Background: an optimization exercise with open tools, aiming at a short achievable clock period and few clock cycles. Do not read the settings as production practice. The RTL was checked by simulation tests, not by an equivalence proof against the original design. Power is estimated from default activity; no workload was simulated.

Setup of sierra:
Design mips, start of the top module:
module mips(
	input clk,
	input rst,
	output [31:0] imem_addr,
	input  [31:0] imem_rdata,
	output [31:0] dmem_addr,
	output [31:0] dmem_wdata,
	output dmem_we,
	output dmem_byte,
	input  [31:0] dmem_rdata
);
localparam [2:0] ALU_AND = 3'd0, ALU_OR = 3'd1, ALU_LT = 3'd4,
                 ALU_ADD = 3'd5, ALU_SUB = 3'd6, ALU_MOVE = 3'd7;
reg        rst_q;
reg [31:0] pc_r;
reg        wrE, ldE, byE, weE;
reg [4:0]  wdE;
reg [2:0]  opE;
reg [31:0] aE, bE, rtE, addrE;
wire vE = ~rst_q;
reg [31:0] alu_res;
always @(*) begin
	case (opE)
		ALU_OR:   alu_res = aE | bE;
		ALU_LT:   alu_res = {31'b0, (bE == 32'b0) | (aE < bE)};
		ALU_ADD:  alu_res = aE + bE;
		ALU_SUB:  alu_res = aE - bE;
		ALU_MOVE: alu_res = aE;
		default:  alu_res = aE & bE;
	endcase
end
wire [31:0] resE = ldE ? (byE ? {24'b0, dmem_rdata[7:0]} : dmem_rdata) : alu_res;
wire        wbE  = vE & wrE;
assign dmem_addr  = addrE;
assign dmem_wdata = rtE;
assign dmem_byte  = byE;
assign dmem_we    = weE & ~rst;
wire [1023:0] rf;
genvar gi;
generate
	for (gi = 0; gi < 32; gi = gi + 1) begin : g_rf
		reg [31:0] r;
		always @(posedge clk)
			if (wbE && wdE == gi)
				r <= resE;
		assign rf[gi*32 +: 32] = r;
	end
endgenerate
wire [31:0] fa  = rst_q ? 32'b0 : pc_r;
wire [31:0] fa4 = fa + 32'd4;
assign imem_addr = fa;
wire [31:0] ins = imem_rdata;
wire [5:0]  op  = ins[31:26];
wire [5:0]  fn  = ins[5:0];
wire [4:0]  rs  = ins[25:21];
wire [4:0]  rt  = ins[20:16];
wire [4:0]  rd  = ins[15:11];
wire [31:0] zimm = {16'b0, ins[15:0]};
  ...
Size: roughly 1200 flip-flops, ~160 I/O pins, ~0.064 mm^2 of cells after synthesis.
export LEC_CHECK = 0
export CAP_MARGIN = 20
export CORE_MARGIN = 2
export CORE_UTILIZATION = 40
export SLEW_MARGIN = 20
create_clock -name core_clock -period 18.0 [get_ports {clk}]
run.sh (not shown) runs the stock make flow with config.mk's settings and CLKGATE_MAP_FILE= SYNTH_SCRIPT=/design/flow/synth_recipe.tcl, a recipe that flattens the netlist after the stock synthesis.
Every stage of the flow completed for sierra, and the final layout passed the timing, DRC and antenna checks.
Testbench counts of sierra, summed over its fixed seeds: cycles 39,411.
[inputs] garnet vs sierra
--- a/flow/config.mk
+++ b/flow/config.mk
@@ -6,6 +6,8 @@
 export NUM_CORES = 4
 export LEC_CHECK = 0
+export ABC_CLOCK_PERIOD_IN_PS = 3000
 export CAP_MARGIN = 20
 export CORE_MARGIN = 2
 export CORE_UTILIZATION = 40
+export SETUP_SLACK_MARGIN = 5
 export SLEW_MARGIN = 20
[summary]
Worst hold slack delta (sierra -> garnet): insignificant. sierra -> garnet: routed wire length flat. Diff sierra..garnet | gate count of the mapped netlist | unchanged. From sierra to garnet the numbers moved as follows: power in sequential cells has remained practically unchanged, net count of the mapped netlist saw little to no change. Post-synthesis compound-gate area fraction came out exactly the same in garnet and sierra. From sierra to garnet, cell count did not move at all. Comparing sierra against garnet, there is no change at all in maximum clock rate.
Modified inputs, fjord compared to garnet
==> flow/flow/run.sh (new file) <==
#!/bin/bash
# Own flow: the standard layout (standard.sh, unchanged synthesis), with
#  - the timing repair asked to leave SETUP_SLACK_MARGIN ns of setup slack on
#    the 18 ns clock, so that it shortens the critical paths instead of
#    stopping as soon as the 18 ns clock is met;
#  - the rst input and dmem_we output pins placed side by side.
# Each tool's output goes to a log file in this folder (ORFS's own logs stay
# under orfs/logs).
set -euo pipefail
here=$(pwd)
margin=${SETUP_MARGIN_NS:-10.5}
bash standard.sh \
  SETUP_SLACK_MARGIN=$margin \
  IO_CONSTRAINTS=$here/flow/io.tcl \
  finish > $here/orfs_make.log 2>&1
==> flow/flow/io.tcl (new file) <==
# Keep the reset input next to the store-enable output: dmem_we = weE & ~rst
# is the only path from an input straight to an output.
set_io_pin_constraint -group -order -pin_names {rst dmem_we}
==> flow/standard.sh (new file) <==
#!/bin/bash
# synth_recipe.tcl (not shown) runs the flow's synth.tcl, then flattens the netlist and writes it again
# the make line also repeats each setting of config.mk as NAME=value (left out here)
make -C /OpenROAD-flow-scripts/flow DESIGN_CONFIG=/design/flow/config.mk WORK_HOME=/design/flow/orfs CLKGATE_MAP_FILE= SYNTH_SCRIPT=/design/flow/synth_recipe.tcl "${@:-finish}"
--- a/flow/config.mk
+++ b/flow/config.mk
@@ -10,4 +10,3 @@
 export CORE_MARGIN = 2
 export CORE_UTILIZATION = 40
-export SETUP_SLACK_MARGIN = 5
 export SLEW_MARGIN = 20
removed: flow/run.sh
[summary]
- The final reports for fjord and garnet show fraction of standard cell area in multi-input logic lower in the former.
- Re cell depth of the worst setup path: fjord and garnet aren't equal, and the higher value belongs to garnet.
- Note that the first-iteration DRC count recorded for garnet amounts to 0.902 times the value seen in fjord.
- Looking at post-route standard cell area excluding fillers across both flows, fjord is the weaker of the two, with garnet ahead.
- For garnet, the worst setup path endpoint was pc_r[30]$_SDFF_PP0_, unlike fjord, where it was pc_r[26]$_SDFF_PP0_.
- Global-route usage, fjord and garnet: higher on fjord
- Layout overhead on the synthesized area, fjord and garnet: smaller value in garnet
- Summary of fjord over garnet: share of power burned in combinational logic grew by 2.3 points; compound-gate portion of the synthesized area closely matched the old numbers.
- Between garnet and fjord, internal portion of total power increased.
- The higher length in cells of the worst reg-to-reg path came out of garnet.

[port drivers added, routing unchanged]
How much do the figures lean on ideal ports? The routed layouts below were timed once more, with nothing changed but the port constraints.
Step 1 (the two cells are an assumption about what drives the block):
set clk [get_ports {clk}]
set_driving_cell -lib_cell sky130_fd_sc_hd__clkbuf_16 $clk
set_driving_cell -lib_cell sky130_fd_sc_hd__buf_2 [delete_from_list [all_inputs] $clk]
Step 2, shift: input delay + t, output delay - t, t = (earliest + latest rising clock arrival at the registers) / 2. This alone moves slack from input paths to output paths.
Three values: no drivers, after step 1, after step 2; two values: the first two.
run	t, ns	setup slack, ns	worst data-port slew with drivers (ns)	pins driven straight from the clock port
sierra	0.857	7.551 / 7.593 / 6.735	0.11	1
garnet	0.857	7.551 / 7.593 / 6.735	0.11	1
fjord	0.867	10.061 / 9.744 / 8.877	0.49	1
After both steps setup and hold are still met in every run listed. For fjord, which loses most, drivers alone change the setup slack by -0.317 ns; drivers and shift together by -1.184 ns.
